Source: an optimization exercise on an open RTL-to-GDS flow (aim: small area and a short achievable clock period). Production flows keep margins and buffers that such runs may drop. In this exercise RTL edits were held to simulation tests only and were not proved equivalent to the original. Power is estimated from default activity; no workload was simulated.

### flow/design.v
`timescale 1ns/1ps
`default_nettype none
module convenc (
  input  wire clk,
  input  wire rst_n,
  input  wire in_valid,
  input  wire bit_in,
  output reg  out_valid,
  output reg  y0,
  output reg  y1
);
  reg d1, d0;
  always @(posedge clk or negedge rst_n) begin
    if (!rst_n) begin
      d1 <= 1'b0;
      d0 <= 1'b0;
      y0 <= 1'b0;
      y1 <= 1'b0;
      out_valid <= 1'b0;
    end else begin
      out_valid <= in_valid;
      if (in_valid) begin
        y0 <= bit_in ^ d1 ^ d0;
        y1 <= bit_in ^ d0;
        d0 <= d1;
        d1 <= bit_in;
      end
    end
  end
endmodule
`default_nettype wire
`timescale 1ns/1ps
/*verilator lint_off DECLFILENAME*/
module viterbi_decoder_7_5
(
    input              clk,
    input              rst,           
    input              sym_valid,
    input      [1:0]   rx_sym,        
    output             bit_valid,     
    output reg         bit_out,
    output             early          
);
    localparam integer SW = 6;
    localparam integer OW = SW + 6;
    reg  [SW-1:0] st;
    reg  [5:0]    cnt;                
    reg  [31:2]   sv0, sv1, sv2, sv3;
    wire [4*OW-1:0] tab;
    acs_table u_tab (.s(st), .o(tab));
    wire [OW-1:0] a     = tab[rx_sym*OW +: OW];
    wire [SW-1:0] st_nx = a[OW-1:6];
    wire [3:0]    dec   = a[5:2];
    wire [3:0] bit_c;
    genvar r;
    generate
        for (r = 0; r < 4; r = r + 1) begin : g_sym
            wire [1:0] sel = tab[r*OW +: 2];
            assign bit_c[r] = (sel == 2'd0) ? sv0[30] : (sel == 2'd1) ? sv1[30] :
                              (sel == 2'd2) ? sv2[30] : sv3[30];
        end
    endgenerate
    assign bit_valid = cnt[5];
    assign early     = ~cnt[5] & ~cnt[4] & (~cnt[3] | (~cnt[2] & ~cnt[1]));
    always @(posedge clk) begin
        if (rst)
            st <= {SW{1'b0}};
        else if (sym_valid)
            st <= st_nx;
        if (rst)
            cnt <= 6'd0;
        else if (sym_valid && !cnt[5])
            cnt <= cnt + 6'd1;
        if (sym_valid) begin
            sv0 <= {~(dec[0] ? sv2[30:2] : sv0[30:2]), dec[0]};
            sv1 <= {~(dec[1] ? sv2[30:2] : sv0[30:2]), dec[1]};
            sv2 <= {~(dec[2] ? sv3[30:2] : sv1[30:2]), dec[2]};
            sv3 <= {~(dec[3] ? sv3[30:2] : sv1[30:2]), dec[3]};
            bit_out <= bit_c[rx_sym];    
        end
    end
endmodule
module acs_table (
    input      [5:0] s,
    output reg [47:0] o    
);
    always @(*) begin
        case (s)
            6'd0: o = {6'd3, 4'b0000, 2'd0, 6'd2, 4'b1000, 2'd0, 6'd2, 4'b0100, 2'd0, 6'd1, 4'b0000, 2'd0};
            6'd1: o = {6'd7, 4'b0000, 2'd0, 6'd6, 4'b0000, 2'd0, 6'd5, 4'b0000, 2'd0, 6'd4, 4'b0000, 2'd0};
            6'd2: o = {6'd11, 4'b0000, 2'd0, 6'd10, 4'b0000, 2'd1, 6'd9, 4'b0000, 2'd1, 6'd15, 4'b0000, 2'd0};
            6'd3: o = {6'd8, 4'b0000, 2'd1, 6'd14, 4'b0000, 2'd1, 6'd13, 4'b0000, 2'd1, 6'd12, 4'b0000, 2'd1};
            6'd4: o = {6'd7, 4'b0000, 2'd0, 6'd6, 4'b1000, 2'd0, 6'd5, 4'b0100, 2'd0, 6'd4, 4'b0000, 2'd0};
            6'd5: o = {6'd11, 4'b0000, 2'd0, 6'd17, 4'b1000, 2'd1, 6'd16, 4'b0100, 2'd1, 6'd15, 4'b0000, 2'd0};
            6'd6: o = {6'd19, 4'b0001, 2'd0, 6'd10, 4'b0000, 2'd1, 6'd9, 4'b0000, 2'd1, 6'd18, 4'b0010, 2'd0};
            6'd7: o = {6'd21, 4'b0001, 2'd1, 6'd14, 4'b0000, 2'd1, 6'd13, 4'b0000, 2'd1, 6'd34, 4'b0010, 2'd1};
            6'd15: o = {6'd25, 4'b1101, 2'd0, 6'd20, 4'b1000, 2'd0, 6'd23, 4'b0100, 2'd0, 6'd22, 4'b1110, 2'd0};
            6'd9: o = {6'd29, 4'b1101, 2'd0, 6'd28, 4'b1000, 2'd3, 6'd27, 4'b0100, 2'd3, 6'd26, 4'b1110, 2'd0};
            6'd10: o = {6'd22, 4'b0001, 2'd2, 6'd23, 4'b1011, 2'd2, 6'd20, 4'b0111, 2'd2, 6'd25, 4'b0010, 2'd2};
            6'd11: o = {6'd26, 4'b0001, 2'd2, 6'd27, 4'b1011, 2'd1, 6'd28, 4'b0111, 2'd1, 6'd29, 4'b0010, 2'd2};
            6'd12: o = {6'd18, 4'b1101, 2'd2, 6'd9, 4'b1111, 2'd3, 6'd10, 4'b1111, 2'd3, 6'd19, 4'b1110, 2'd2};
            6'd13: o = {6'd34, 4'b1101, 2'd3, 6'd13, 4'b1111, 2'd3, 6'd14, 4'b1111, 2'd3, 6'd21, 4'b1110, 2'd3};
            6'd14: o = {6'd4, 4'b1111, 2'd2, 6'd5, 4'b1011, 2'd2, 6'd6, 4'b0111, 2'd2, 6'd7, 4'b1111, 2'd2};
            6'd8: o = {6'd15, 4'b1111, 2'd2, 6'd16, 4'b1011, 2'd3, 6'd17, 4'b0111, 2'd3, 6'd11, 4'b1111, 2'd2};
            6'd16: o = {6'd30, 4'b1101, 2'd2, 6'd28, 4'b1000, 2'd3, 6'd27, 4'b0100, 2'd3, 6'd30, 4'b1110, 2'd0};
            6'd17: o = {6'd22, 4'b0001, 2'd2, 6'd30, 4'b1011, 2'd2, 6'd30, 4'b0111, 2'd2, 6'd25, 4'b0010, 2'd2};
            6'd18: o = {6'd25, 4'b0001, 2'd0, 6'd30, 4'b1000, 2'd0, 6'd30, 4'b0100, 2'd0, 6'd22, 4'b0010, 2'd0};
            6'd19: o = {6'd30, 4'b0001, 2'd2, 6'd27, 4'b1000, 2'd1, 6'd28, 4'b0100, 2'd1, 6'd30, 4'b0010, 2'd0};
            6'd34: o = {6'd18, 4'b1101, 2'd2, 6'd9, 4'b1011, 2'd3, 6'd10, 4'b0111, 2'd3, 6'd19, 4'b1110, 2'd2};
            6'd21: o = {6'd15, 4'b1101, 2'd2, 6'd16, 4'b1011, 2'd3, 6'd17, 4'b0111, 2'd3, 6'd11, 4'b1110, 2'd2};
            6'd22: o = {6'd32, 4'b0000, 2'd0, 6'd23, 4'b1000, 2'd0, 6'd20, 4'b0100, 2'd0, 6'd31, 4'b0000, 2'd0};
            6'd23: o = {6'd33, 4'b0001, 2'd2, 6'd17, 4'b1000, 2'd1, 6'd16, 4'b0100, 2'd1, 6'd33, 4'b0010, 2'd0};
            6'd20: o = {6'd19, 4'b0001, 2'd0, 6'd24, 4'b1000, 2'd1, 6'd24, 4'b0100, 2'd3, 6'd18, 4'b0010, 2'd0};
            6'd25: o = {6'd29, 4'b0001, 2'd0, 6'd36, 4'b0000, 2'd1, 6'd35, 4'b0000, 2'd1, 6'd26, 4'b0010, 2'd0};
            6'd26: o = {6'd33, 4'b1101, 2'd2, 6'd16, 4'b1000, 2'd3, 6'd17, 4'b0100, 2'd3, 6'd33, 4'b1110, 2'd0};
            6'd27: o = {6'd31, 4'b1101, 2'd2, 6'd20, 4'b1011, 2'd2, 6'd23, 4'b0111, 2'd2, 6'd32, 4'b1110, 2'd2};
            6'd28: o = {6'd26, 4'b1101, 2'd2, 6'd35, 4'b1011, 2'd3, 6'd36, 4'b0111, 2'd3, 6'd29, 4'b1110, 2'd2};
            6'd29: o = {6'd18, 4'b0001, 2'd2, 6'd24, 4'b1011, 2'd1, 6'd24, 4'b0111, 2'd3, 6'd19, 4'b0010, 2'd2};
            6'd30: o = {6'd33, 4'b0001, 2'd2, 6'd24, 4'b1000, 2'd1, 6'd24, 4'b0100, 2'd3, 6'd33, 4'b0010, 2'd0};
            6'd31: o = {6'd7, 4'b0000, 2'd0, 6'd33, 4'b1000, 2'd0, 6'd33, 4'b0100, 2'd0, 6'd4, 4'b0000, 2'd0};
            6'd32: o = {6'd24, 4'b0001, 2'd1, 6'd14, 4'b0000, 2'd1, 6'd13, 4'b0000, 2'd1, 6'd24, 4'b0010, 2'd1};
            6'd33: o = {6'd19, 4'b0001, 2'd0, 6'd17, 4'b1000, 2'd1, 6'd16, 4'b0100, 2'd1, 6'd18, 4'b0010, 2'd0};
            6'd24: o = {6'd18, 4'b1101, 2'd2, 6'd16, 4'b1011, 2'd3, 6'd17, 4'b0111, 2'd3, 6'd19, 4'b1110, 2'd2};
            6'd35: o = {6'd24, 4'b1101, 2'd3, 6'd13, 4'b1000, 2'd3, 6'd14, 4'b0100, 2'd3, 6'd24, 4'b1110, 2'd3};
            6'd36: o = {6'd4, 4'b0001, 2'd2, 6'd33, 4'b1011, 2'd2, 6'd33, 4'b0111, 2'd2, 6'd7, 4'b0010, 2'd2};
            default: o = {6'd18, 4'b1101, 2'd2, 6'd9, 4'b1011, 2'd3, 6'd10, 4'b0111, 2'd3, 6'd19, 4'b1110, 2'd2};
        endcase
    end
endmodule
`timescale 1ns/1ps
`default_nettype none
module ber_tester (
    input  wire       clk,
    input  wire       rst,
    input  wire       ref_in,
    input  wire       advance,
    input  wire       early,        
    input  wire       dec_valid,    
    input  wire       dec_bit,
    output reg        done,
    output reg  [3:0] bits_compared,
    output reg  [3:0] bit_errors
);
    reg [9:0] q;
    always @(posedge clk) begin
        if (advance && (early || dec_valid))
            q <= {ref_in, q[9:1]};
        if (rst) begin
            bits_compared <= 4'd0;
            bit_errors    <= 4'd0;
            done          <= 1'b0;
        end else if (dec_valid && !done) begin
            if (q[0] ^ dec_bit)
                bit_errors <= bit_errors + 4'd1;
            bits_compared <= bits_compared + 4'd1;
            if (bits_compared == 4'd9)
                done <= 1'b1;
        end
    end
endmodule
`default_nettype wire
`timescale 1ns/1ps
`default_nettype none
module top_cv (
    input  wire clk,
    input  wire enc_rst_n,
    input  wire enc_in_valid,
    input  wire enc_bit_in,
    output wire enc_out_valid,
    output wire enc_y0,
    output wire enc_y1,
    input  wire       dec_rst,
    input  wire       dec_sym_valid,
    input  wire [1:0] dec_rx_sym,
    output wire       dec_bit_valid,
    output wire       dec_bit_out,
    output wire        ber_done,
    output wire [31:0] ber_bits,
    output wire [31:0] ber_errs
);
    convenc u_enc (
        .clk       (clk),
        .rst_n     (enc_rst_n),
        .in_valid  (enc_in_valid),
        .bit_in    (enc_bit_in),
        .out_valid (enc_out_valid),
        .y0        (enc_y0),
        .y1        (enc_y1)
    );
    wire early;
    viterbi_decoder_7_5 u_dec (
        .clk       (clk),
        .rst       (dec_rst),
        .sym_valid (dec_sym_valid),
        .rx_sym    (dec_rx_sym),
        .bit_valid (dec_bit_valid),
        .bit_out   (dec_bit_out),
        .early     (early)
    );
    reg  [3:0] pay_cnt;
    wire       pay_full = pay_cnt[3] & pay_cnt[1];
    always @(posedge clk or negedge enc_rst_n) begin
        if (!enc_rst_n)
            pay_cnt <= 4'd0;
        else if (enc_in_valid && !pay_full)
            pay_cnt <= pay_cnt + 4'd1;
    end
    wire [3:0] bits4, errs4;
    ber_tester u_ber (
        .clk           (clk),
        .rst           (dec_rst),
        .ref_in        (enc_in_valid & enc_bit_in & ~pay_full),
        .advance       (dec_sym_valid),
        .early         (early),
        .dec_valid     (dec_bit_valid),
        .dec_bit       (dec_bit_out),
        .done          (ber_done),
        .bits_compared (bits4),
        .bit_errors    (errs4)
    );
    assign ber_bits = {28'd0, bits4};
    assign ber_errs = {28'd0, errs4};
endmodule
`default_nettype wire
### flow/flow/run.sh
#!/bin/bash
# Layout flow: the standard flow (standard.sh, with the standard
# synthesis) with three changes:
#  - after floorplanning, half/full adder cells with an unused output are
#    replaced by the plain gate for the output that is used (fix_adders.tcl);
#  - clock tree synthesis inserts no dummy loads;
#  - ports are buffered with buf_2 cells rather than the default choice;
#  - after global placement all constant outputs share one tie cell
#    (merge_ties.tcl);
#  - timing repair aims at a setup slack of 8.5 ns (SETUP_SLACK_MARGIN).
# Each tool's output goes to the ORFS logs under orfs/logs; make's own
# output goes to standard.log here.
set -euo pipefail
here=$(pwd)
export POST_FLOORPLAN_TCL="$here/flow/fix_adders.tcl"
export POST_GLOBAL_PLACE_TCL="$here/flow/merge_ties.tcl"
export CTS_ARGS="-sink_clustering_enable -repair_clock_nets -dont_use_dummy_load -buf_list sky130_fd_sc_hd__clkbuf_8 -root_buf sky130_fd_sc_hd__clkbuf_8"
export BUFFER_PORTS_ARGS="-buffer_cell sky130_fd_sc_hd__buf_2"
export SETUP_SLACK_MARGIN=8.5
bash standard.sh > "$here/standard.log" 2>&1
### flow/flow/fix_adders.tcl
# Half and full adder cells that synthesis left with one output unused are
# replaced by the plain gate for the output that is used (an unused cell
# output is a driver without parasitics, and the plain gate is smaller).
set block [ord::get_db_block]
set db [ord::get_db]

proc net_used {it} {
  set n [$it getNet]
  if {$n == "NULL" || $n == ""} { return 0 }
  return [expr {[llength [$n getITerms]] + [llength [$n getBTerms]] > 1}]
}

set k 0
foreach inst [$block getInsts] {
  set m [[$inst getMaster] getName]
  if {[regexp {^sky130_fd_sc_hd__(ha|fa)_\d+$} $m -> kind] == 0} { continue }
  set sum [$inst findITerm SUM]
  set cout [$inst findITerm COUT]
  set su [net_used $sum]
  set cu [net_used $cout]
  if {$su && $cu} { continue }
  set ins {}
  foreach p [expr {$kind eq "ha" ? {A B} : {A B CIN}}] {
    lappend ins [[$inst findITerm $p] getNet]
  }
  set out ""
  if {$su} {
    set cell [expr {$kind eq "ha" ? "sky130_fd_sc_hd__xor2_1" : "sky130_fd_sc_hd__xor3_1"}]
    set out [$sum getNet]
  } elseif {$cu} {
    set cell [expr {$kind eq "ha" ? "sky130_fd_sc_hd__and2_1" : "sky130_fd_sc_hd__maj3_1"}]
    set out [$cout getNet]
  }
  set name [$inst getName]
  foreach it [$inst getITerms] { $it disconnect }
  odb::dbInst_destroy $inst
  incr k
  if {$out eq ""} { continue }
  set new [odb::dbInst_create $block [$db findMaster $cell] "${name}_g"]
  set pins [expr {$kind eq "ha" ? {A B} : {A B C}}]
  foreach p $pins n $ins { [$new findITerm $p] connect $n }
  [$new findITerm X] connect $out
}
puts "fix_adders: replaced $k adder cells"
### flow/flow/merge_ties.tcl
# All constant-0 loads are driven from one tie cell, and all constant-1 loads
# from one, instead of a tie cell per load (each tie cell also leaves its
# other output unused).
set block [ord::get_db_block]

proc tie_net {it} {
  set n [$it getNet]
  if {$n == "NULL" || $n == ""} { return "" }
  return $n
}

foreach pin {LO HI} other {HI LO} {
  set keep ""
  set gone 0
  foreach inst [$block getInsts] {
    if {[[$inst getMaster] getName] ne "sky130_fd_sc_hd__conb_1"} { continue }
    set n [tie_net [$inst findITerm $pin]]
    if {$n eq "" || [tie_net [$inst findITerm $other]] ne ""} { continue }
    if {$keep eq ""} { set keep $n; continue }
    foreach it [$n getITerms] {
      if {[$it getInst] eq $inst} { continue }
      $it disconnect
      $it connect $keep
    }
    foreach bt [$n getBTerms] {
      $bt disconnect
      $bt connect $keep
    }
    foreach it [$inst getITerms] { $it disconnect }
    odb::dbInst_destroy $inst
    odb::dbNet_destroy $n
    incr gone
  }
  puts "merge_ties: $pin: removed $gone tie cells"
}
### flow/standard.sh
#!/bin/bash
# synth_recipe.tcl (not shown) runs the flow's synth.tcl, then flattens the netlist and writes it again
# the make line also repeats each setting of config.mk as NAME=value (left out here)
make -C /OpenROAD-flow-scripts/flow DESIGN_CONFIG=/design/flow/config.mk WORK_HOME=/design/flow/orfs CLKGATE_MAP_FILE= SYNTH_SCRIPT=/design/flow/synth_recipe.tcl "${@:-finish}"
### flow/config.mk
export PLATFORM = sky130hd
export DESIGN_NAME = top_cv
export DESIGN_NICKNAME = top_cv
export VERILOG_FILES = /design/flow/design.v
export SDC_FILE = /design/flow/constraint.sdc
export NUM_CORES = 4
export LEC_CHECK = 0
export CAP_MARGIN = 20
export CORE_MARGIN = 2
export CORE_UTILIZATION = 40
export SLEW_MARGIN = 20
export SYNTH_HIERARCHICAL = 1
### flow/constraint.sdc
create_clock -name core_clock -period 12.0 [get_ports {clk}]
set_input_delay 2.4000 -clock core_clock [delete_from_list [all_inputs] [get_ports {clk}]]
set_output_delay 2.4000 -clock core_clock [all_outputs]
set_load 0.01 [all_outputs]
==> impl_metrics.csv, run 1 <==
group,metric,value,unit
global_routing,grtUsageTotal,16.0,%
clock_tree,cts.sink_count,157,
yosys,yosysTopAreaCell,"edfxtp_1",
global_routing,grt_max_degree,81,
yosys,yosysWarnings,11,
drt,avgRoutedWirePerCell,19.2,um
floorplan,fp.dieW,152,um
floorplan,core_area,21600,sq um
setup_path,arrival,3.59,ns
global_routing,grt_pass1_vias,5307,
timing,period_minus_slack,3.45,ns
yosys,synth_area,8720,sq um
power,leakage,3.00,nW
timing,setup_tns,0,ns
clock_tree,tritoncts,"done",
global_routing,grt-ovfl-total,0,
layout,syn_to_final_growth,1.79,%
layout,diodes,0,
yosys,syn_avg_cell_area,12.0,sq um
floorplan,start_util,40.3,%
drt,routed_via_density,5.87,
yosys,synthTopCellsByArea,"edfxtp_1 44%, mux2i_1 14%, buf_4 6.2%",
timing,tightest_slew,0.898,ns
global_routing,antenna_found_initial,0,
clock_tree,cts_buffer_depth,2,
yosys,synth_common_cells,"127 x edfxtp_1, 125 x mux2i_1, 72 x buf_4",
placed_design,io_buffers,21,
timing,fmax,0.290,GHz
drt,drcViolationCount,0,
drt,final_antenna_net_count,0,
clock_tree,cts.htree.levels,4,
setup_path,end_kind,"flop",
yosys,yosysUniqueCellTypes,67,
flow_run,cap_violations,0,
yosys,synth_edf_count,127,
layout,finalNetCount,689,
drt,dr.pass1.iters,5,
layout,instances_no_fill,946,
global_routing,grt_pass1_wl,28500,um
drt,drt_wl_total,18200,um
clock_tree,cts_root_buffer,"clkbuf_8",
yosys,ys_seq_area_share,51.1,%
timing,fin_skew,0.0275,ns
yosys,synthCells,724,
drt,vias,5554,
worst_hold_path,hp-class,"flop to flop",
layout,utilization,41.1,%
power,powerDensity,189,nW/um^2
layout,drive_gt1_share,12.6,%
layout,fillers,2054,
clock_tree,clk_pin_slew,0.08,ns
timing,setup-violations-final,0,
placed_design,dp_hpwl,10500,um
setup_path,ff2ff_setup_slack,8.62,ns
setup_path,critPathKind,"input port to flop",
timing,finalMaxSlewViolations,0,
timing,fin_crit_sh,28.7,%
timing,rsz0062_at_grt,"no",
clock_tree,numCtsBuffers,17,
timing,final_hold_viol_count,0,
floorplan,dieArea,23000,sq um
clock_tree,clk_latency,0.43,ns
yosys,synthArstFlopShare,5.73,%
placed_design,dp_cells,917,
floorplan,ios,78,
yosys,yosysTopAreaCellShare,43.7,%
power,ir_worst_vdd,0.0889,mV
drt,drt_iter0_drc,678,
timing,slew_headroom,39.8,%
setup_path,critPathMaxFanout,15,
floorplan,fp-row-count,54,
yosys,synth_seq_cells,157,
setup_path,cp.required,12.14,ns
yosys,synth_most_common_cell,"edfxtp_1",
floorplan,die_h,152,um
yosys,synthFlopType,"edfxtp_1",
status,outcome,"timing/DRC/antenna clean",
setup_path,cp-start-kind,"input port",
## modules after synthesis, one instance, submodules excluded
module,flip-flops and latches,copies in the design
convenc,5,1
viterbi_decoder_7_5,129,1
acs_table,0,1
ber_tester,19,1
top_cv,4,1
## worst max-delay path: stages
cell and delay (ns):
buf_12 0.15, mux4_2 0.81, mux2i_1 0.21
## area by class of cell
class                      count  area (sq um)  area share [%]
inverter                      14          56.3           0.634
timing repair buffer          35           317            3.57
clock buffer                  17           234            2.64
tap                          280           350            3.95
multi-input combinational    443          3460            39.0
sequential                   157          4460            50.3
## final timing paths
kind                       cells after the start       endpoint     startpoint
max                                            3  u_dec.sv2[21]  dec_rx_sym[0]
max in group asynchronous                      1       u_enc.y1      enc_rst_n
min reg2reg                                    0     u_ber.q[0]     u_ber.q[1]
min in group asynchronous                      1     pay_cnt[0]      enc_rst_n
max reg2reg                                    9  u_dec.sv0[19]    u_dec.st[0]
min                                            0     u_ber.q[0]     u_ber.q[1]
## cell families after synthesis
logic type               count (synthesis)  share of synthesized area [%]
AO/OA/AOI/OAI                          136                           9.98
other                                    1                         0.0430
buffers and inverters                  128                           9.83
AND/OR/NAND/NOR                        137                           7.30
adder cells (fa/ha/maj)                 13                           1.86
flip-flops                             157                           51.1
multiplexers                           143                           18.7
XOR/XNOR                                 9                           1.16
## registers in the layout (all words and copies together), names as in the netlist
signal	cells
u_enc.y1	1
u_ber.bits_compared	4
pay_cnt	4
u_dec.bit_out	1
u_dec.sv1	29
u_dec.sv2	29
u_dec.cnt	6
u_dec.sv0	29
u_enc.out_valid	1
u_ber.q	10
u_ber.done	1
u_enc.d0	1
u_dec.st	6
u_enc.d1	1
u_enc.y0	1
u_ber.bit_errors	4
u_dec.sv3	29
## placed cells by master (no fill, tap or decap), drive strengths merged, types with 4 or more instances in the layout
cell type,synthesis,layout
mux4,15,19
buf,105,35
o211ai,5,5
nor3,12,12
a31oi,5,5
nand2,33,33
clkbuf,9,17
ha,13,5
nor2,54,54
xnor2,6,6
a21oi,40,40
o22ai,6,6
a211oi,9,9
mux2i,125,125
nand2b,6,6
o21ai,42,42
nand3,10,10
and2,3,11
dfrtp,9,9
dfxtp,21,21
inv,12,12
edfxtp,127,127
nor2b,4,4
## power breakdown
| group | switching [mW] | internal, mW | total [mW] |
|---|---|---|---|
| sequential | 0.0625 | 0.734 | 0.796 |
| clock | 0.161 | 0.125 | 0.287 |
| combinational | 0.339 | 0.258 | 0.597 |
| total | 0.562 | 1.12 | 1.68 |
## timing repair
action	CTS	global route
endpoints found under the setup margin	179	75
resized for setup	12	4
gates cloned	4	0
buffers inserted	7	1
hold buffers	0	0
## per-layer routing
metal | wire (um) | global-route usage [%] | part of all wire [%]
met3 | 1290 | 3.80 | 7.1
met5 | 0 | 0.455 | 0
met1 | 7960 | 21.8 | 44
met4 | 428 | 5.74 | 2.4
met2 | 8490 | 25.0 | 47
## stage by stage
step	hold slack (ns)	instance area (sq um)	total power [mW]	setup WS [ns]
final	0.405	8880	1.68	8.55
after CTS	0.404	8850	1.67	8.53
after global placement	0.410	8580	1.34	7.64
after floorplan	0.400	8960	1.27	8.30
after detailed placement	0.407	8370	1.35	7.62
after global routing	0.419	8880	1.77	8.50
==> inputs of run 2 (changes only) <==
--- a/flow/flow/run.sh
+++ b/flow/flow/run.sh
@@ -1,6 +1,6 @@
 #!/bin/bash
 # Layout flow: the standard flow (standard.sh, with the standard
-# synthesis) with three changes:
+# synthesis) with these changes:
 #  - after floorplanning, half/full adder cells with an unused output are
 #    replaced by the plain gate for the output that is used (fix_adders.tcl);
 #  - clock tree synthesis inserts no dummy loads;
@@ -16,5 +16,5 @@
 export POST_GLOBAL_PLACE_TCL="$here/flow/merge_ties.tcl"
 export CTS_ARGS="-sink_clustering_enable -repair_clock_nets -dont_use_dummy_load -buf_list sky130_fd_sc_hd__clkbuf_8 -root_buf sky130_fd_sc_hd__clkbuf_8"
 export BUFFER_PORTS_ARGS="-buffer_cell sky130_fd_sc_hd__buf_2"
-export SETUP_SLACK_MARGIN=8.5
+export SETUP_SLACK_MARGIN=8.65
 bash standard.sh > "$here/standard.log" 2>&1
==> impl_metrics.csv, run 2 <==
group,metric,value,unit
setup_path,crit_family,"flip-flops",
global_routing,grt_pass1_vias,5429,
timing,rsz0062_at_grt,"yes",
timing,setup_tns,0,ns
floorplan,dieArea,23000,sq um
drt,vias,5621,
drt,wl_met3,1190,um
timing,period_minus_slack,3.38,ns
clock_tree,tritoncts,"done",
clock_tree,cts_root_buffer,"clkbuf_8",
yosys,yosysTopAreaCell,"edfxtp_1",
setup_path,critPathMaxStageDelay,0.40,ns
yosys,yosysTopAreaCellShare,43.7,%
setup_path,cp-startpoint,"u_enc.y0",
yosys,synth_most_common_cell,"edfxtp_1",
drt,drt_wl_total,19400,um
timing,tightest_slew,0.831,ns
floorplan,core_area,21600,sq um
clock_tree,clk_pin_slew,0.09,ns
timing,fmax,0.296,GHz
placed_design,pre_cts_ws,7.28,ns
yosys,synth_common_cells,"127 x edfxtp_1, 125 x mux2i_1, 72 x buf_4",
placed_design,placed_cell_area,8370,sq um
timing,fin_skew,0.0308,ns
clock_tree,cts.sink_count,157,
yosys,syn_avg_cell_area,12.0,sq um
worst_hold_path,hold_path_depth,0,
setup_path,critPathKind,"flop to output port",
flow_run,cap_violations,0,
setup_path,r2r-start,"u_dec.st[1]",
global_routing,grt_pass1_wl,30000,um
timing,hold_slack,0.429,ns
layout,utilization,42.8,%
setup_path,worstSetupEndpoint,"enc_y0",
yosys,yosysUniqueCellTypes,67,
drt,routed.top_layer,"met4",
yosys,synthTopCellsByArea,"edfxtp_1 44%, mux2i_1 14%, buf_4 6.2%",
floorplan,fp.dieW,152,um
floorplan,die_h,152,um
setup_path,cp.depth,1,
yosys,yosysWarnings,11,
layout,fillers,1992,
timing,fin_crit_sh,28.1,%
drt,dr.pass1.iters,7,
setup_path,cp-start-kind,"flop",
layout,instances_no_fill,967,
clock_tree,cts_buffer_depth,2,
placed_design,dp_hpwl,10900,um
drt,final_antenna_net_count,0,
layout,drive_gt1_share,17.0,%
timing,setup-violations-final,0,
layout,finalNetCount,710,
drt,drt_iter0_drc,490,
drt,dr_wl_met2,9580,um
power,powerDensity,187,nW/um^2
clock_tree,cts.htree.levels,4,
layout,multi_input_area,3470,sq um
clock_tree,clk_latency,0.43,ns
placed_design,io_buffers,21,
clock_tree,numCtsBuffers,17,
global_routing,grt_max_degree,77,
yosys,ys_seq_area_share,51.1,%
global_routing,grt-ovfl-total,0,
setup_path,slowest_stage,"dfrtp_1",
timing,worst_slack,8.62,ns
setup_path,critPathMaxFanout,2,
drt,routed_via_density,5.81,
setup_path,end_kind,"output port",
global_routing,grtUsageTotal,17.2,%
drt,drcViolationCount,0,
floorplan,fp-row-count,54,
timing,finalMaxSlewViolations,0,
status,outcome,"timing/DRC/antenna clean",
yosys,synthFlopType,"edfxtp_1",
setup_path,arrival,0.98,ns
timing,slew_headroom,44.2,%
layout,fin_area,9240,sq um
setup_path,reg2regPathDepth,10,
timing,final_hold_viol_count,0,
setup_path,crit_chain,"buf_2",
layout,syn_to_final_growth,5.98,%
placed_design,dp_cells,917,
power,total_power,1.72,mW
yosys,synth_edf_count,127,
power,ir_worst_vdd,0.0775,mV
yosys,synthCells,724,
setup_path,rr_endpoint,"u_dec.sv2[15]",
setup_path,crit_buf_inv,1,
drt,avgRoutedWirePerCell,20.0,um
yosys,synth_area,8720,sq um
layout,diodes,0,
drt,drt-met1-wl,8300,um
setup_path,ff2ff_setup_slack,8.84,ns
layout,final_cell_mix,"127 x edfxtp_1, 125 x mux2i_1, 54 x nor2_1",
layout,final_common_cell,"edfxtp_1",
layout,regArea,4480,sq um
global_routing,antenna_found_initial,0,
setup_path,cp.required,9.60,ns
power,leakage,3.18,nW
yosys,synth_seq_cells,157,
yosys,synthArstFlopShare,5.73,%
floorplan,ios,78,
worst_hold_path,hp-class,"flop to flop",
floorplan,start_util,40.3,%
[run 2: how the worst min path moves through the flow]
stage / to / from / slack [ns]
2_1_floorplan: u_ber.q[0] / u_ber.q[1] / 0.40
3_3_place_gp: u_ber.q[3] / u_ber.q[4] / 0.41
3_5_place_dp: u_ber.q[7] / u_ber.q[8] / 0.42
4_1_cts: u_ber.q[1] / u_ber.q[2] / 0.43
5_1_grt: u_ber.q[5] / u_ber.q[6] / 0.43
6_report: u_ber.q[1] / u_ber.q[2] / 0.43
[run 2: repair_timing]
item | in CTS | in global routing
resized for setup | 36 | 12
hold buffers | 0 | 0
setup buffers | 16 | 9
endpoints found under the setup margin | 192 | 63
cloned | 7 | 1
pin swaps | 0 | 0
[run 2: final cells by class]
type                       instances  area share [%]
sequential                       157            48.4
multi-input combinational        443            37.5
timing repair buffer              56            7.07
tap                              280            3.79
clock buffer                      17            2.53
inverter                          14           0.623
[run 2: report_power, final]
part / total (mW) / internal (mW) / switching (mW)
Combinational: 0.639 / 0.285 / 0.353
Clock: 0.290 / 0.125 / 0.164
Sequential: 0.796 / 0.733 / 0.0627
Total: 1.72 / 1.14 / 0.580
[run 2: per-layer routing]
metal,vias to the layer above,global-route usage [%]
met5,-,0
met4,0,5.23
met3,26,3.95
met2,229,28.1
met1,2794,22.8
li1,2572,-
[run 2: kinds of logic (layout without fill, tap and decap cells)]
family | Yosys count | count (layout) | share of synthesized area, %
and+or+nand+nor | 137 | 145 | 7.30
adders and majority gates | 13 | 5 | 1.86
muxes | 143 | 147 | 18.7
xor gates and xnor gates | 9 | 9 | 1.16
DFF | 157 | 157 | 51.1
AOI/OAI and AO/OA | 136 | 136 | 9.98
other | 1 | 1 | 0.0430
buffers and inverters | 128 | 87 | 9.83
[run 2: Yosys stat by module, one instance, submodules excluded]
| module | flip-flops and latches | area [sq um] | cells inside | copies in the design |
|---|---|---|---|---|
| viterbi_decoder_7_5 | 129 | 5570 | 310 | 1 |
| acs_table | 0 | 1600 | 276 | 1 |
| ber_tester | 19 | 726 | 56 | 1 |
| top_cv | 4 | 618 | 70 | 1 |
| convenc | 5 | 204 | 12 | 1 |
==> inputs of run 3 (changes only) <==
--- a/flow/flow/run.sh
+++ b/flow/flow/run.sh
@@ -16,5 +16,5 @@
 export POST_GLOBAL_PLACE_TCL="$here/flow/merge_ties.tcl"
 export CTS_ARGS="-sink_clustering_enable -repair_clock_nets -dont_use_dummy_load -buf_list sky130_fd_sc_hd__clkbuf_8 -root_buf sky130_fd_sc_hd__clkbuf_8"
 export BUFFER_PORTS_ARGS="-buffer_cell sky130_fd_sc_hd__buf_2"
-export SETUP_SLACK_MARGIN=8.65
+export SETUP_SLACK_MARGIN=8.3
 bash standard.sh > "$here/standard.log" 2>&1
==> impl_metrics.csv, run 3 <==
group,metric,value,unit
clock_tree,clk_latency,0.44,ns
setup_path,r2r-start,"u_dec.st[0]",
power,p_comb_share,33.7,%
floorplan,start_util,40.3,%
flow_run,cap_violations,0,
global_routing,busiest_layer,"met2",
setup_path,arrival,3.96,ns
clock_tree,cts-hold-fix-buffers,0,
layout,final_common_cell,"edfxtp_1",
global_routing,grt_max_degree,69,
yosys,synth_most_common_cell,"edfxtp_1",
power,powerDensity,189,nW/um^2
global_routing,grt-ovfl-total,0,
setup_path,crit_chain,"clkbuf_4 -> mux4_4 -> mux2i_1",
layout,regArea,4460,sq um
layout,final_cell_mix,"127 x edfxtp_1, 125 x mux2i_1, 54 x nor2_1",
global_routing,met1_usage,19.8,%
power,pwr-share-seq,48.7,%
timing,setup-violations-final,0,
drt,final_antenna_net_count,0,
drt,routed_via_density,5.79,
timing,rsz0062_at_grt,"yes",
yosys,synthTopCellsByArea,"edfxtp_1 44%, mux2i_1 14%, buf_4 6.2%",
floorplan,fp-row-count,54,
setup_path,worstSetupEndpoint,"u_dec.sv3[28]",
power,ir_worst_vdd,0.0985,mV
setup_path,slowest_stage,"mux4_4",
global_routing,grtUsageTotal,15.5,%
drt,drt_wl_total,17400,um
timing,final_hold_viol_count,0,
power,p_sw,0.546,mW
clock_tree,numCtsBuffers,17,
status,outcome,"timing/DRC/antenna clean",
layout,instances_no_fill,935,
clock_tree,cts.sink_count,157,
timing,worst_slack,8.20,ns
floorplan,die_h,152,um
timing,tightest_slew,0.726,ns
setup_path,rr_endpoint,"u_dec.sv0[4]",
global_routing,grt_pass1_vias,5415,
setup_path,end_kind,"flop",
floorplan,fp.dieW,152,um
floorplan,dieArea,23000,sq um
yosys,synthFlopType,"edfxtp_1",
yosys,yosysTopAreaCell,"edfxtp_1",
yosys,synth_area,8720,sq um
placed_design,dp_cells,917,
timing,fin_skew,0.0202,ns
setup_path,reg2regPathDepth,8,
yosys,synth_seq_cells,157,
yosys,synth_common_cells,"127 x edfxtp_1, 125 x mux2i_1, 72 x buf_4",
yosys,yosysTopAreaCellShare,43.7,%
timing,fmax,0.263,GHz
worst_hold_path,hp-class,"flop to flop",
layout,drive_gt1_share,10.8,%
drt,drt_iter0_drc,545,
setup_path,critPathMaxStageDelay,1.01,ns
timing,hold_slack,0.420,ns
global_routing,grt_pass1_wl,27700,um
drt,avgRoutedWirePerCell,18.6,um
clock_tree,tritoncts,"done",
placed_design,placed_cell_area,8370,sq um
timing,setup_tns,0,ns
layout,finalNetCount,678,
setup_path,ff2ff_setup_slack,8.43,ns
drt,dr.pass1.iters,7,
yosys,yosysWarnings,11,
floorplan,core_area,21600,sq um
clock_tree,cts.htree.levels,4,
clock_tree,cts_root_buffer,"clkbuf_8",
power,leakage,2.91,nW
setup_path,crit_buf_inv,1,
setup_path,cp.depth,3,
timing,slew_headroom,51.3,%
yosys,ys_seq_area_share,51.1,%
timing,fin_crit_sh,31.7,%
clock_tree,cts_buffer_depth,2,
timing,finalMaxSlewViolations,0,
setup_path,cp-start-kind,"input port",
layout,fillers,2045,
yosys,synthCells,724,
clock_tree,clk_pin_slew,0.06,ns
power,total_power,1.63,mW
yosys,syn_avg_cell_area,12.0,sq um
layout,syn_to_final_growth,-0.803,%
setup_path,critPathMaxFanout,29,
setup_path,cp-startpoint,"dec_rx_sym[0]",
timing,period_minus_slack,3.80,ns
clock_tree,cts_setup_buffers,0,
power,internal-power,1.09,mW
power,clock_power_share,17.6,%
setup_path,critPathKind,"input port to flop",
placed_design,io_buffers,21,
placed_design,dp_hpwl,10600,um
yosys,synth_edf_count,127,
power,switching_share,33.4,%
global_routing,antenna_found_initial,0,
setup_path,cp.required,12.16,ns
layout,fin_area,8650,sq um
yosys,yosysUniqueCellTypes,67,
layout,utilization,40.0,%
setup_path,crit_family,"multiplexers",
layout,multi_input_area,3390,sq um
floorplan,ios,78,
layout,diodes,0,
global_routing,use_met3,4.31,%
global_routing,grt_use_met2,24.5,%
drt,drcViolationCount,0,
yosys,synthArstFlopShare,5.73,%
placed_design,pre_cts_ws,7.63,ns
drt,vias,5416,
[run 3: repair_timing]
action	in CTS	in global routing
cloned	0	1
hold endpoints to repair	0	0
setup endpoints to repair	176	122
gates resized for setup	4	4
[run 3: cell families (layout without fill, tap and decap cells)]
group | after synthesis | in the layout | synth area share (%)
compound gates | 136 | 136 | 9.98
xor+xnor | 9 | 9 | 1.16
fa+ha+maj | 13 | 5 | 1.86
buf+inv | 128 | 58 | 9.83
flops | 157 | 157 | 51.1
mux | 143 | 144 | 18.7
other cells | 1 | 1 | 0.0430
simple gates | 137 | 145 | 7.30
[run 3: worst reg2reg max path: stages (launching register included)]
cell,delay [ns]
dfxtp_1,0.70
inv_1,0.20
ha_1,0.40
mux4_1,0.51
nor2_1,0.10
a21oi_1,0.10
a21oi_2,0.35
mux4_4,0.77
mux2i_1,0.18
[run 3: per-layer routing]
layer,vias up,routed length [um]
met1,2611,7330
met4,0,492
li1,2481,-
met5,-,0
met3,52,1280
met2,272,8260
[run 3: layout make-up]
cell class                      count  area share (%)
Multi-Input combinational cell    440            39.2
Inverter                           14           0.607
Timing Repair Buffer               27            1.88
Sequential cell                   157            51.6
Tap cell                          280            4.05
Clock buffer                       17            2.70
[run 3: power by group through the flow]
stage | clock (mW) | combinational (mW) | sequential, mW
floorplan | 0 | 0.477 | 0.788
global placement | 0 | 0.526 | 0.803
detailed placement | 0 | 0.540 | 0.806
CTS | 0.298 | 0.539 | 0.797
global route | 0.319 | 0.601 | 0.810
finish | 0.287 | 0.550 | 0.796
[run 3: Yosys stat by module, one instance, submodules excluded]
module               flip-flops and latches  cells  copies in the design
ber_tester                               19     56                     1
top_cv                                    4     70                     1
acs_table                                 0    276                     1
convenc                                   5     12                     1
viterbi_decoder_7_5                     129    310                     1
[run 3: worst min path at each step]
stage	start	end	slack, ns	cells past startpoint
final	u_ber.q[5]	u_ber.q[4]	0.42	0
after global routing	u_ber.q[4]	u_ber.q[3]	0.44	0
after CTS	u_ber.q[5]	u_ber.q[4]	0.42	0
after detailed placement	u_ber.q[5]	u_ber.q[4]	0.40	0
after global placement	u_ber.q[5]	u_ber.q[4]	0.41	0
after floorplan	u_ber.q[1]	u_ber.q[0]	0.40	0
==> inputs of run 4 (changes only) <==
--- a/flow/flow/run.sh
+++ b/flow/flow/run.sh
@@ -16,5 +16,5 @@
 export POST_GLOBAL_PLACE_TCL="$here/flow/merge_ties.tcl"
 export CTS_ARGS="-sink_clustering_enable -repair_clock_nets -dont_use_dummy_load -buf_list sky130_fd_sc_hd__clkbuf_8 -root_buf sky130_fd_sc_hd__clkbuf_8"
 export BUFFER_PORTS_ARGS="-buffer_cell sky130_fd_sc_hd__buf_2"
-export SETUP_SLACK_MARGIN=8.3
+export SETUP_SLACK_MARGIN=8.5
 bash standard.sh > "$here/standard.log" 2>&1
--- a/flow/config.mk
+++ b/flow/config.mk
@@ -7,6 +7,7 @@
 export LEC_CHECK = 0
 export CAP_MARGIN = 20
 export CORE_MARGIN = 2
-export CORE_UTILIZATION = 40
+export CORE_UTILIZATION = 60
+export PLACE_DENSITY = 0.7
 export SLEW_MARGIN = 20
 export SYNTH_HIERARCHICAL = 1
==> impl_metrics.csv, run 4 <==
group,metric,value,unit
yosys,synth_area,8720,sq um
layout,final_common_cell,"edfxtp_1",
setup_path,arrival,3.69,ns
yosys,yosysTopAreaCell,"edfxtp_1",
floorplan,core_area,14400,sq um
yosys,synth-simple-area-share,7.30,%
layout,syn_to_final_growth,0.430,%
placed_design,dp_hpwl,10500,um
drt,drt_iter0_drc,630,
timing,final_hold_viol_count,0,
yosys,synth_fa_ha_area_share,1.86,%
floorplan,fp.dieW,125,um
floorplan,start_util,60.7,%
clock_tree,clk_pin_slew,0.08,ns
timing,fin_skew,0.0275,ns
yosys,synth_compound_area_share,9.98,%
global_routing,grt-ovfl-total,0,
yosys,synth_top_family_by_area,"multiplexers",
yosys,synth_edf_count,127,
drt,final_antenna_net_count,0,
global_routing,grt_pass1_vias,5416,
timing,tightest_slew,0.962,ns
floorplan,dieArea,15500,sq um
floorplan,ios,78,
layout,utilization,61.0,%
yosys,synthCells,724,
global_routing,antenna_found_initial,0,
timing,period_minus_slack,3.52,ns
clock_tree,cts.sink_count,157,
flow_run,cap_violations,0,
global_routing,grt_max_degree,93,
setup_path,slowest_stage,"mux4_4",
yosys,yosysWarnings,11,
yosys,synthTopCellsByArea,"edfxtp_1 44%, mux2i_1 14%, buf_4 6.2%",
setup_path,critPathMaxStageDelay,0.55,ns
layout,finalNetCount,692,
yosys,yosysUniqueCellTypes,67,
timing,finalMaxSlewViolations,0,
setup_path,cp-start-kind,"input port",
timing,setup_tns,0,ns
clock_tree,cts_buffer_depth,2,
timing,fin_crit_sh,29.3,%
floorplan,die_h,125,um
clock_tree,clk_latency,0.44,ns
drt,drt_wl_total,18200,um
yosys,synth_common_cells,"127 x edfxtp_1, 125 x mux2i_1, 72 x buf_4",
setup_path,critPathMaxFanout,16,
timing,setup-violations-final,0,
layout,drive_gt1_share,13.0,%
power,leakage,3.01,nW
yosys,yosysTopAreaCellShare,43.7,%
status,outcome,"timing/DRC/antenna clean",
layout,diodes,0,
yosys,syn_avg_cell_area,12.0,sq um
floorplan,fp-row-count,44,
setup_path,cp.required,12.17,ns
drt,routed_via_density,6.42,
yosys,synth_seq_cells,157,
layout,final_cell_mix,"127 x edfxtp_1, 125 x mux2i_1, 54 x nor2_1",
setup_path,crit_chain,"buf_2 -> mux4_4 -> buf_12 -> mux2i_1",
timing,fmax,0.284,GHz
yosys,synthMuxAreaShare,18.7,%
setup_path,end_kind,"flop",
timing,slew_headroom,35.5,%
power,powerDensity,192,nW/um^2
yosys,synth_most_common_cell,"edfxtp_1",
power,ir_worst_vdd,0.115,mV
timing,rsz0062_at_grt,"no",
placed_design,io_buffers,21,
clock_tree,cts_root_buffer,"clkbuf_8",
drt,avgRoutedWirePerCell,21.4,um
layout,fillers,1127,
yosys,yosys.area_share.xor_xnor,1.16,%
drt,drcViolationCount,0,
global_routing,grtUsageTotal,24.3,%
clock_tree,tritoncts,"done",
clock_tree,cts.htree.levels,4,
drt,dr.pass1.iters,7,
yosys,ys_seq_area_share,51.1,%
setup_path,critPathKind,"input port to flop",
yosys,synthArstFlopShare,5.73,%
global_routing,grt_pass1_wl,29200,um
worst_hold_path,hp-class,"flop to flop",
drt,vias,5473,
clock_tree,numCtsBuffers,17,
yosys,synthFlopType,"edfxtp_1",
-- run 4: changes by cell type in the layout (fill, tap and decap cells not counted), sizes merged --
cell,delta
buf,+12
mux4,+3
clkbuf,-1
clkinv,-1
clkinvlp,+1
-- run 4: metal layers --
metal / vias to the layer above / routed length [um] / track usage (%) / share of wire, %
li1: 2520 / - / - / -
met1: 2695 / 7590 / 31.6 / 42
met2: 217 / 9110 / 39.5 / 50
met3: 41 / 1030 / 5.07 / 5.7
met4: 0 / 487 / 10.9 / 2.7
met5: - / 0 / 0 / 0
-- run 4: path summary, 6_finish.rpt --
path / startpoint / cells past startpoint / slack, ns / endpoint
setup reg to reg: u_dec.st[3] / 9 / 8.65 / u_dec.sv3[2]
hold reg to reg: u_ber.q[3] / 0 / 0.43 / u_ber.q[2]
max in group asynchronous: enc_rst_n / 1 / 10.02 / u_enc.y1
hold / removal: u_ber.q[3] / 0 / 0.43 / u_ber.q[2]
setup / recovery: dec_rx_sym[1] / 4 / 8.48 / u_dec.sv3[2]
min in group asynchronous: enc_rst_n / 1 / 1.79 / pay_cnt[0]
-- run 4: what timing repair did --
| item | CTS | global route |
|---|---|---|
| buffers inserted | 10 | 0 |
| hold buffers | 0 | 0 |
| endpoints found under the setup margin | 210 | 194 |
| gates resized for setup | 8 | 6 |
| gates cloned | 4 | 0 |
-- run 4: logic make-up (layout without fill, tap and decap cells) --
logic type / Yosys count / in the layout
buffers and inverters: 128 / 69
adders and majority gates: 13 / 5
DFF: 157 / 157
other: 1 / 1
muxes: 143 / 147
xor gates and xnor gates: 9 / 9
and+or+nand+nor: 137 / 145
AOI/OAI and AO/OA: 136 / 136
-- run 4: Yosys stat by module, one instance, submodules excluded --
| module | copies in the design | flip-flops and latches | area [sq um] |
|---|---|---|---|
| acs_table | 1 | 0 | 1600 |
| ber_tester | 1 | 19 | 726 |
| convenc | 1 | 5 | 204 |
| top_cv | 1 | 4 | 618 |
| viterbi_decoder_7_5 | 1 | 129 | 5570 |
-- run 4: layout make-up --
cell class	instances	area (sq um)	share of cell area, %
sequential	157	4460	51.0
multi-input combinational	443	3460	39.5
timing repair buffer	38	315	3.60
clock buffer	17	234	2.67
tap	184	230	2.63
inverter	14	56.3	0.643
-- run 4: worst max-delay path, delay by kind of cell --
kind                   cells  cell delay (ns)
buffers and inverters      2             0.60
multiplexers               2             0.68
-- run 4: power breakdown --
part	switching, mW	internal [mW]	total (mW)
logic	0.343	0.259	0.601
registers	0.0614	0.734	0.795
clock network	0.162	0.125	0.287
-- run 4: per-stage QoR --
stage	total power, mW	std cells	instance area, sq um	setup slack (ns)	hold WS [ns]
3_3_place_gp	1.33	877	8470	7.67	0.407
6_report	1.68	853	8760	8.48	0.429
2_1_floorplan	1.27	779	8960	8.30	0.400
5_1_grt	1.77	853	8760	8.50	0.436
3_5_place_dp	1.35	822	8260	7.67	0.408
4_1_cts	1.68	853	8740	8.51	0.432
==> inputs of run 5 (changes only) <==
--- a/flow/config.mk
+++ b/flow/config.mk
@@ -7,7 +7,7 @@
 export LEC_CHECK = 0
 export CAP_MARGIN = 20
 export CORE_MARGIN = 2
-export CORE_UTILIZATION = 60
-export PLACE_DENSITY = 0.7
+export CORE_UTILIZATION = 75
+export PLACE_DENSITY = 0.85
 export SLEW_MARGIN = 20
 export SYNTH_HIERARCHICAL = 1
==> impl_metrics.csv, run 5 <==
group,metric,value,unit
status,outcome,"timing/DRC/antenna clean",
power,clock_power_share,16.7,%
layout,drive_gt1_share,13.3,%
clock_tree,clk_pin_slew,0.08,ns
drt,vias,5777,
power,internal-power,1.12,mW
placed_design,io_buffers,21,
timing,setup_tns,0,ns
global_routing,grt_max_degree,66,
timing,setup-violations-final,0,
power,p_sw,0.614,mW
floorplan,start_util,76.7,%
setup_path,slowest_stage,"mux4_4",
global_routing,antenna_found_initial,0,
layout,diodes,0,
power,p_comb_share,36.3,%
layout,syn_to_final_growth,0.301,%
floorplan,core_area,11400,sq um
clock_tree,cts.sink_count,157,
global_routing,grt_pass1_wl,31200,um
setup_path,cp-start-kind,"input port",
clock_tree,cts-hold-fix-buffers,0,
drt,dr.pass1.iters,7,
yosys,synthFlopType,"edfxtp_1",
power,powerDensity,198,nW/um^2
timing,fin_skew,0.0425,ns
layout,fillers,702,
global_routing,grt-ovfl-total,0,
setup_path,end_kind,"flop",
timing,period_minus_slack,3.53,ns
yosys,synth_most_common_cell,"edfxtp_1",
setup_path,critPathMaxStageDelay,0.73,ns
drt,drt_iter0_drc,604,
drt,routed_via_density,7.12,
yosys,yosysTopAreaCellShare,43.7,%
timing,fin_crit_sh,29.4,%
floorplan,fp-row-count,39,
floorplan,die_h,112,um
timing,rsz0062_at_grt,"yes",
placed_design,dp_hpwl,11000,um
yosys,synthArstFlopShare,5.73,%
clock_tree,clk_latency,0.46,ns
clock_tree,cts.htree.levels,4,
clock_tree,cts_buffer_depth,2,
layout,final_cell_mix,"127 x edfxtp_1, 125 x mux2i_1, 54 x nor2_1",
layout,finalNetCount,691,
worst_hold_path,hp-class,"flop to flop",
setup_path,arrival,3.77,ns
yosys,synthTopCellsByArea,"edfxtp_1 44%, mux2i_1 14%, buf_4 6.2%",
timing,worst_slack,8.47,ns
power,ir_worst_vdd,0.167,mV
clock_tree,tritoncts,"done",
floorplan,fp.dieW,112,um
global_routing,grtUsageTotal,33.1,%
clock_tree,numCtsBuffers,17,
yosys,synth_edf_count,127,
power,switching_share,35.4,%
drt,final_antenna_net_count,0,
setup_path,crit_buf_inv,2,
timing,final_hold_viol_count,0,
yosys,syn_avg_cell_area,12.0,sq um
yosys,synthCells,724,
yosys,yosysTopAreaCell,"edfxtp_1",
flow_run,cap_violations,0,
power,pwr-share-seq,46.9,%
timing,slew_headroom,29.3,%
setup_path,cp.required,12.25,ns
floorplan,dieArea,12500,sq um
yosys,ys_seq_area_share,51.1,%
placed_design,pre_cts_ws,7.31,ns
yosys,yosysWarnings,11,
timing,fmax,0.284,GHz
timing,tightest_slew,1.05,ns
clock_tree,cts_root_buffer,"clkbuf_8",
power,leakage,3.02,nW
yosys,yosysUniqueCellTypes,67,
setup_path,critPathMaxFanout,15,
drt,avgRoutedWirePerCell,25.5,um
yosys,synth_area,8720,sq um
drt,drcViolationCount,0,
global_routing,grt_pass1_vias,5536,
setup_path,crit_family,"multiplexers",
drt,drt_wl_total,20700,um
setup_path,crit_chain,"buf_12 -> mux4_4 -> buf_12 -> mux2i_1",
timing,finalMaxSlewViolations,0,
yosys,synth_common_cells,"127 x edfxtp_1, 125 x mux2i_1, 72 x buf_4",
yosys,synth_seq_cells,157,
layout,final_common_cell,"edfxtp_1",
setup_path,crit_top_cell,"buf_12",
setup_path,critPathKind,"input port to flop",
floorplan,ios,78,
run 5: cell counts after synthesis:
No cell type changed its count.
run 5: worst paths after layout:
check | startpoint | to | slack [ns] | cells past startpoint
max | dec_rx_sym[0] | u_dec.sv3[14] | 8.47 | 4
min | u_ber.q[2] | u_ber.q[1] | 0.42 | 0
max reg2reg | u_dec.st[1] | u_dec.sv0[5] | 8.57 | 10
min reg2reg | u_ber.q[2] | u_ber.q[1] | 0.42 | 0
max in group asynchronous | enc_rst_n | pay_cnt[2] | 10.03 | 1
min in group asynchronous | enc_rst_n | u_enc.y0 | 1.79 | 1
run 5: routing by layer:
metal / part of all wire, % / track usage, % / vias up
met4: 3.4 / 15.0 / 0
met5: 0 / 0 / -
li1: - / - / 2513
met2: 50 / 53.3 / 341
met1: 37 / 44.1 / 2855
met3: 9.3 / 6.75 / 68
run 5: through the flow:
| step | utilization, % | power [mW] | instances | hold WS, ns | instance area (sq um) |
|---|---|---|---|---|---|
| 2_1_floorplan | - | 1.27 | 779 | 0.400 | 8960 |
| 3_3_place_gp | 73.9 | 1.33 | 835 | 0.408 | 8410 |
| 3_5_place_dp | 72.1 | 1.36 | 780 | 0.407 | 8200 |
| 4_1_cts | 76.2 | 1.69 | 807 | 0.429 | 8660 |
| 5_1_grt | 76.9 | 1.80 | 811 | 0.447 | 8750 |
| 6_report | 76.9 | 1.74 | 811 | 0.424 | 8750 |
run 5: logic make-up after synthesis:
logic type / Yosys count / synth area share, %
adders and majority gates: 13 / 1.86
AOI/OAI and AO/OA: 136 / 9.98
and+or+nand+nor: 137 / 7.30
xor gates and xnor gates: 9 / 1.16
DFF: 157 / 51.1
buffers and inverters: 128 / 9.83
muxes: 143 / 18.7
other: 1 / 0.0430
run 5: cell type report:
type | instances | area [sq um] | area share (%)
clock buffer | 17 | 234 | 2.67
inverter | 14 | 56.3 | 0.644
timing repair buffer | 37 | 353 | 4.03
tap | 143 | 179 | 2.05
multi-input combinational | 443 | 3460 | 39.6
sequential | 157 | 4460 | 51.0
run 5: modules after synthesis (local to each module, per instance):
module / cells inside / times used / cell area [sq um] / flip-flops and latches
viterbi_decoder_7_5: 310 / 1 / 5570 / 129
ber_tester: 56 / 1 / 726 / 19
acs_table: 276 / 1 / 1600 / 0
convenc: 12 / 1 / 204 / 5
top_cv: 70 / 1 / 618 / 4
run 5: worst reg2reg max path: stages (launching register included):
cell	delay (ns)
dfxtp_1	0.31
buf_4	0.27
inv_1	0.15
ha_1	0.36
mux4_1	0.51
nor2_1	0.10
a21oi_1	0.11
a21oi_2	0.46
mux4_4	0.44
buf_12	0.19
mux2i_1	0.33
run 5: what timing repair did:
action | in CTS | in global routing
gates cloned | 4 | 0
setup buffers | 6 | 4
endpoints found under the hold margin | 0 | 0
pin swaps | 0 | 0
gates resized for setup | 14 | 8
endpoints found under the setup margin | 194 | 95
run 5: power groups by stage:
| stage | Combinational [mW] | Sequential [mW] | Clock [mW] |
|---|---|---|---|
| after global placement | 0.535 | 0.799 | 0 |
| after CTS | 0.592 | 0.805 | 0.294 |
| after floorplan | 0.481 | 0.788 | 0 |
| after detailed placement | 0.547 | 0.808 | 0 |
| after global routing | 0.670 | 0.821 | 0.312 |
| final | 0.631 | 0.814 | 0.291 |
==> inputs of run 6 (changes only) <==
--- a/flow/config.mk
+++ b/flow/config.mk
@@ -7,7 +7,6 @@
 export LEC_CHECK = 0
 export CAP_MARGIN = 20
 export CORE_MARGIN = 2
-export CORE_UTILIZATION = 75
-export PLACE_DENSITY = 0.85
+export CORE_UTILIZATION = 40
 export SLEW_MARGIN = 20
 export SYNTH_HIERARCHICAL = 1
==> impl_metrics.csv, run 6 <==
group,metric,value,unit
power,clock_power_share,17.1,%
drt,avgRoutedWirePerCell,19.2,um
flow_run,cap_violations,0,
timing,fin_crit_sh,28.7,%
yosys,synthArstFlopShare,5.73,%
global_routing,grt_max_degree,81,
timing,fin_skew,0.0275,ns
clock_tree,cts.htree.levels,4,
layout,final_cell_mix,"127 x edfxtp_1, 125 x mux2i_1, 54 x nor2_1",
placed_design,dp_hpwl,10500,um
yosys,synth_edf_count,127,
global_routing,antenna_found_initial,0,
layout,diodes,0,
layout,regArea,4460,sq um
yosys,synthCells,724,
setup_path,critPathMaxFanout,15,
clock_tree,tritoncts,"done",
clock_tree,clk_latency,0.43,ns
power,p_comb_share,35.5,%
yosys,synthTopCellsByArea,"edfxtp_1 44%, mux2i_1 14%, buf_4 6.2%",
yosys,synth_most_common_cell,"edfxtp_1",
setup_path,cp.required,12.14,ns
power,internal-power,1.12,mW
layout,finalNetCount,689,
drt,drt_iter0_drc,678,
yosys,ys_seq_area_share,51.1,%
drt,final_antenna_net_count,0,
global_routing,grtUsageTotal,16.0,%
power,leakage,3.00,nW
layout,final_common_cell,"edfxtp_1",
placed_design,placed_cell_area,8370,sq um
layout,syn_to_final_growth,1.79,%
power,powerDensity,189,nW/um^2
status,outcome,"timing/DRC/antenna clean",
floorplan,ios,78,
yosys,syn_avg_cell_area,12.0,sq um
timing,slew_headroom,39.8,%
global_routing,grt_pass1_wl,28500,um
clock_tree,cts-hold-fix-buffers,0,
setup_path,cp-start-kind,"input port",
timing,hold_slack,0.405,ns
drt,dr.pass1.iters,5,
timing,fmax,0.290,GHz
timing,final_hold_viol_count,0,
yosys,yosysWarnings,11,
power,switching_share,33.5,%
global_routing,grt-ovfl-total,0,
layout,multi_input_area,3460,sq um
yosys,yosysTopAreaCell,"edfxtp_1",
yosys,synth_common_cells,"127 x edfxtp_1, 125 x mux2i_1, 72 x buf_4",
power,pwr-share-seq,47.4,%
layout,instances_no_fill,946,
floorplan,core_area,21600,sq um
floorplan,fp.dieW,152,um
drt,drt_wl_total,18200,um
timing,setup_tns,0,ns
drt,drcViolationCount,0,
setup_path,critPathKind,"input port to flop",
clock_tree,cts.sink_count,157,
timing,rsz0062_at_grt,"no",
power,p_sw,0.562,mW
layout,fin_area,8880,sq um
yosys,yosysUniqueCellTypes,67,
timing,finalMaxSlewViolations,0,
drt,routed_via_density,5.87,
layout,drive_gt1_share,12.6,%
clock_tree,cts_buffer_depth,2,
yosys,synthFlopType,"edfxtp_1",
clock_tree,cts_root_buffer,"clkbuf_8",
clock_tree,numCtsBuffers,17,
drt,vias,5554,
placed_design,io_buffers,21,
clock_tree,clk_pin_slew,0.08,ns
timing,setup-violations-final,0,
setup_path,arrival,3.59,ns
layout,utilization,41.1,%
floorplan,start_util,40.3,%
timing,period_minus_slack,3.45,ns
yosys,yosysTopAreaCellShare,43.7,%
floorplan,die_h,152,um
worst_hold_path,hp-class,"flop to flop",
placed_design,dp_cells,917,
layout,fillers,2054,
floorplan,fp-row-count,54,
floorplan,dieArea,23000,sq um
power,ir_worst_vdd,0.0889,mV
timing,tightest_slew,0.898,ns
yosys,synth_area,8720,sq um
yosys,synth_seq_cells,157,
setup_path,end_kind,"flop",
global_routing,grt_pass1_vias,5307,
[run 6: cell counts after synthesis]
No cell type changed its count.
[run 6: power by group through the flow]
stage | clock network [mW] | logic, mW | registers, mW
after detailed placement | 0 | 0.540 | 0.805
after CTS | 0.294 | 0.585 | 0.795
after global routing | 0.315 | 0.647 | 0.808
final | 0.287 | 0.597 | 0.796
after global placement | 0 | 0.535 | 0.802
after floorplan | 0 | 0.481 | 0.788
[run 6: timing repair]
item / 4_1_cts / 5_1_grt
endpoints found under the setup margin: 179 / 75
setup buffers: 7 / 1
gates resized for setup: 12 / 4
cloned: 4 / 0
[run 6: through the flow]
stage / power (mW) / worst slack (ns)
final: 1.68 / 8.55
after detailed placement: 1.35 / 7.62
after floorplan: 1.27 / 8.30
after global placement: 1.34 / 7.64
after CTS: 1.67 / 8.53
after global routing: 1.77 / 8.50
[run 6: Yosys stat by module, one instance, submodules excluded]
module | cell area (sq um) | cells inside | times used | flip-flops and latches
viterbi_decoder_7_5 | 5570 | 310 | 1 | 129
convenc | 204 | 12 | 1 | 5
ber_tester | 726 | 56 | 1 | 19
acs_table | 1600 | 276 | 1 | 0
top_cv | 618 | 70 | 1 | 4
[run 6: per-layer routing]
metal  global-route usage [%]  wire (um)  up-vias
met2                     25.0       8490      257
met1                     21.8       7960     2735
li1                         -          -     2517
met4                     5.74        428        0
met5                    0.455          0        -
met3                     3.80       1290       45
[run 6: worst max-delay path, stage by stage]
cell and delay, ns:
buf_12 0.15, mux4_2 0.81, mux2i_1 0.21
[run 6: final cells by class]
cell class | instances | area share (%)
flip-flops and latches | 157 | 50.3
inverters | 14 | 0.634
multi-input cells | 443 | 39.0
well taps | 280 | 3.95
clock buffers | 17 | 2.64
repair buffers | 35 | 3.57
[run 6: path summary, 6_finish.rpt]
check	start	end	slack [ns]	cells past startpoint
max	dec_rx_sym[0]	u_dec.sv2[21]	8.55	3
max in group asynchronous	enc_rst_n	u_enc.y1	9.99	1
min	u_ber.q[1]	u_ber.q[0]	0.41	0
min in group asynchronous	enc_rst_n	pay_cnt[0]	1.81	1
max reg2reg	u_dec.st[0]	u_dec.sv0[19]	8.62	9
min reg2reg	u_ber.q[1]	u_ber.q[0]	0.41	0
[run 6: logic make-up after synthesis]
group | share of synthesized area (%)
AO/OA/AOI/OAI | 9.98
XOR/XNOR | 1.16
adder cells (fa/ha/maj) | 1.86
buffers and inverters | 9.83
flip-flops | 51.1
multiplexers | 18.7
other | 0.0430
AND/OR/NAND/NOR | 7.30
==> inputs of run 7 (changes only) <==
--- a/flow/flow/run.sh
+++ b/flow/flow/run.sh
@@ -14,7 +14,7 @@
 here=$(pwd)
 export POST_FLOORPLAN_TCL="$here/flow/fix_adders.tcl"
 export POST_GLOBAL_PLACE_TCL="$here/flow/merge_ties.tcl"
-export CTS_ARGS="-sink_clustering_enable -repair_clock_nets -dont_use_dummy_load -buf_list sky130_fd_sc_hd__clkbuf_8 -root_buf sky130_fd_sc_hd__clkbuf_8"
+export CTS_ARGS="-sink_clustering_enable -repair_clock_nets -dont_use_dummy_load -buf_list sky130_fd_sc_hd__clkbuf_8 -root_buf sky130_fd_sc_hd__clkbuf_8 -sink_clustering_size 45 -sink_clustering_max_diameter 100"
 export BUFFER_PORTS_ARGS="-buffer_cell sky130_fd_sc_hd__buf_2"
 export SETUP_SLACK_MARGIN=8.5
 bash standard.sh > "$here/standard.log" 2>&1
==> impl_metrics.csv, run 7 <==
group,metric,value,unit
yosys,synth_compound_area_share,9.98,%
floorplan,ios,78,
layout,utilization,41.1,%
clock_tree,cts_buffer_depth,2,
global_routing,grt_pass1_wl,28500,um
yosys,yosysTopAreaCellShare,43.7,%
setup_path,cp.required,12.14,ns
yosys,synthFlopType,"edfxtp_1",
global_routing,grt_max_degree,81,
status,outcome,"timing/DRC/antenna clean",
setup_path,worstSetupEndpoint,"u_dec.sv2[21]",
drt,dr.pass1.iters,5,
setup_path,critPathKind,"input port to flop",
global_routing,antenna_found_initial,0,
timing,final_hold_viol_count,0,
setup_path,cp.depth,3,
clock_tree,cts.sink_count,157,
floorplan,fp-row-count,54,
flow_run,cap_violations,0,
yosys,synth_top_family_by_area,"multiplexers",
yosys,synthMuxAreaShare,18.7,%
clock_tree,clk_latency,0.43,ns
setup_path,critPathMaxStageDelay,0.81,ns
timing,setup-violations-final,0,
layout,multi_input_area,3460,sq um
layout,regArea,4460,sq um
clock_tree,clk_pin_slew,0.08,ns
floorplan,core_area,21600,sq um
yosys,synth_common_cells,"127 x edfxtp_1, 125 x mux2i_1, 72 x buf_4",
yosys,yosysUniqueCellTypes,67,
setup_path,r2r-start,"u_dec.st[0]",
yosys,synth_edf_count,127,
global_routing,grtUsageTotal,16.0,%
floorplan,fp.dieW,152,um
placed_design,dp_cells,917,
setup_path,end_kind,"flop",
setup_path,rr_endpoint,"u_dec.sv0[19]",
power,powerDensity,189,nW/um^2
global_routing,grt-ovfl-total,0,
yosys,synth_most_common_cell,"edfxtp_1",
layout,finalNetCount,689,
layout,fillers,2054,
yosys,yosys.area_share.xor_xnor,1.16,%
layout,diodes,0,
drt,final_antenna_net_count,0,
power,ir_worst_vdd,0.0889,mV
yosys,ys_seq_area_share,51.1,%
timing,setup_tns,0,ns
placed_design,io_buffers,21,
yosys,synth_fa_ha_area_share,1.86,%
timing,slew_headroom,39.8,%
timing,fin_crit_sh,28.7,%
timing,rsz0062_at_grt,"no",
worst_hold_path,hp-class,"flop to flop",
yosys,synth_seq_cells,157,
layout,instances_no_fill,946,
yosys,synthTopCellsByArea,"edfxtp_1 44%, mux2i_1 14%, buf_4 6.2%",
layout,final_cell_mix,"127 x edfxtp_1, 125 x mux2i_1, 54 x nor2_1",
yosys,yosysTopAreaCell,"edfxtp_1",
drt,routed_via_density,5.87,
yosys,yosysWarnings,11,
layout,drive_gt1_share,12.6,%
floorplan,die_h,152,um
placed_design,pre_cts_ws,7.62,ns
yosys,synthArstFlopShare,5.73,%
timing,period_minus_slack,3.45,ns
yosys,synth-simple-area-share,7.30,%
layout,syn_to_final_growth,1.79,%
layout,final_common_cell,"edfxtp_1",
setup_path,reg2regPathDepth,9,
setup_path,cp-start-kind,"input port",
floorplan,dieArea,23000,sq um
setup_path,crit_chain,"buf_12 -> mux4_2 -> mux2i_1",
clock_tree,cts.htree.levels,4,
clock_tree,numCtsBuffers,17,
drt,drcViolationCount,0,
setup_path,critPathMaxFanout,15,
yosys,synth_area,8720,sq um
timing,tightest_slew,0.898,ns
global_routing,grt_pass1_vias,5307,
setup_path,slowest_stage,"mux4_2",
timing,fin_skew,0.0275,ns
floorplan,start_util,40.3,%
drt,drt_wl_total,18200,um
clock_tree,cts-hold-fix-buffers,0,
setup_path,crit_family,"multiplexers",
setup_path,ff2ff_setup_slack,8.62,ns
drt,drt_iter0_drc,678,
timing,finalMaxSlewViolations,0,
timing,fmax,0.290,GHz
power,leakage,3.00,nW
setup_path,arrival,3.59,ns
yosys,synthCells,724,
setup_path,cp-startpoint,"dec_rx_sym[0]",
clock_tree,tritoncts,"done",
yosys,syn_avg_cell_area,12.0,sq um
placed_design,dp_hpwl,10500,um
drt,vias,5554,
timing,worst_slack,8.55,ns
drt,avgRoutedWirePerCell,19.2,um
clock_tree,cts_root_buffer,"clkbuf_8",
setup_path,crit_buf_inv,1,
run 7: cell counts after synthesis:
No cell type changed its count.
run 7: area by class of cell:
type | instances | share of cell area [%]
Sequential cell | 157 | 50.3
Multi-Input combinational cell | 443 | 39.0
Tap cell | 280 | 3.95
Timing Repair Buffer | 35 | 3.57
Clock buffer | 17 | 2.64
Inverter | 14 | 0.634
run 7: power breakdown:
| part | leakage [nW] | switching, mW | internal (mW) | total [mW] |
|---|---|---|---|---|
| Clock | 0.122 | 0.161 | 0.125 | 0.287 |
| Sequential | 1.52 | 0.0625 | 0.734 | 0.796 |
| Combinational | 1.37 | 0.339 | 0.258 | 0.597 |
run 7: repair_timing:
item                       in CTS  in global routing
gates resized for setup        12                  4
setup endpoints to repair     179                 75
setup buffers                   7                  1
gates cloned                    4                  0
run 7: per-module statistics from Yosys, one instance, submodules excluded:
module,cells inside,copies in the design,flops+latches,area [sq um]
acs_table,276,1,0,1600
convenc,12,1,5,204
ber_tester,56,1,19,726
top_cv,70,1,4,618
viterbi_decoder_7_5,310,1,129,5570
run 7: logic make-up after synthesis:
group	Yosys count
buffers and inverters	128
AOI/OAI and AO/OA	136
xor gates and xnor gates	9
other	1
and+or+nand+nor	137
adders and majority gates	13
DFF	157
muxes	143
run 7: metal layers:
layer	routed length, um	global-route usage, %
met3	1290	3.80
met5	0	0.455
met1	7960	21.8
met2	8490	25.0
met4	428	5.74
run 7: how the worst min path moves through the flow:
| stage | slack (ns) | from | cells after the start | end |
|---|---|---|---|---|
| 6_report | 0.41 | u_ber.q[1] | 0 | u_ber.q[0] |
| 5_1_grt | 0.42 | u_ber.q[1] | 0 | u_ber.q[0] |
| 4_1_cts | 0.40 | u_ber.q[1] | 0 | u_ber.q[0] |
| 3_5_place_dp | 0.41 | u_ber.q[1] | 0 | u_ber.q[0] |
| 3_3_place_gp | 0.41 | u_ber.q[6] | 0 | u_ber.q[5] |
| 2_1_floorplan | 0.40 | u_ber.q[1] | 0 | u_ber.q[0] |
run 7: per-stage QoR:
step	hold slack (ns)	instance area (sq um)	total power [mW]
floorplan	0.400	8960	1.27
global placement	0.410	8580	1.34
detailed placement	0.407	8370	1.35
CTS	0.404	8850	1.67
global route	0.419	8880	1.77
finish	0.405	8880	1.68

Setup slack of run 7, layout unchanged: 8.551 ns with ideal ports, 8.523 ns with driving cells assumed (clock clkbuf_16, inputs buf_2), 8.070 ns with port delays also shifted by the 0.453 ns mid clock arrival.
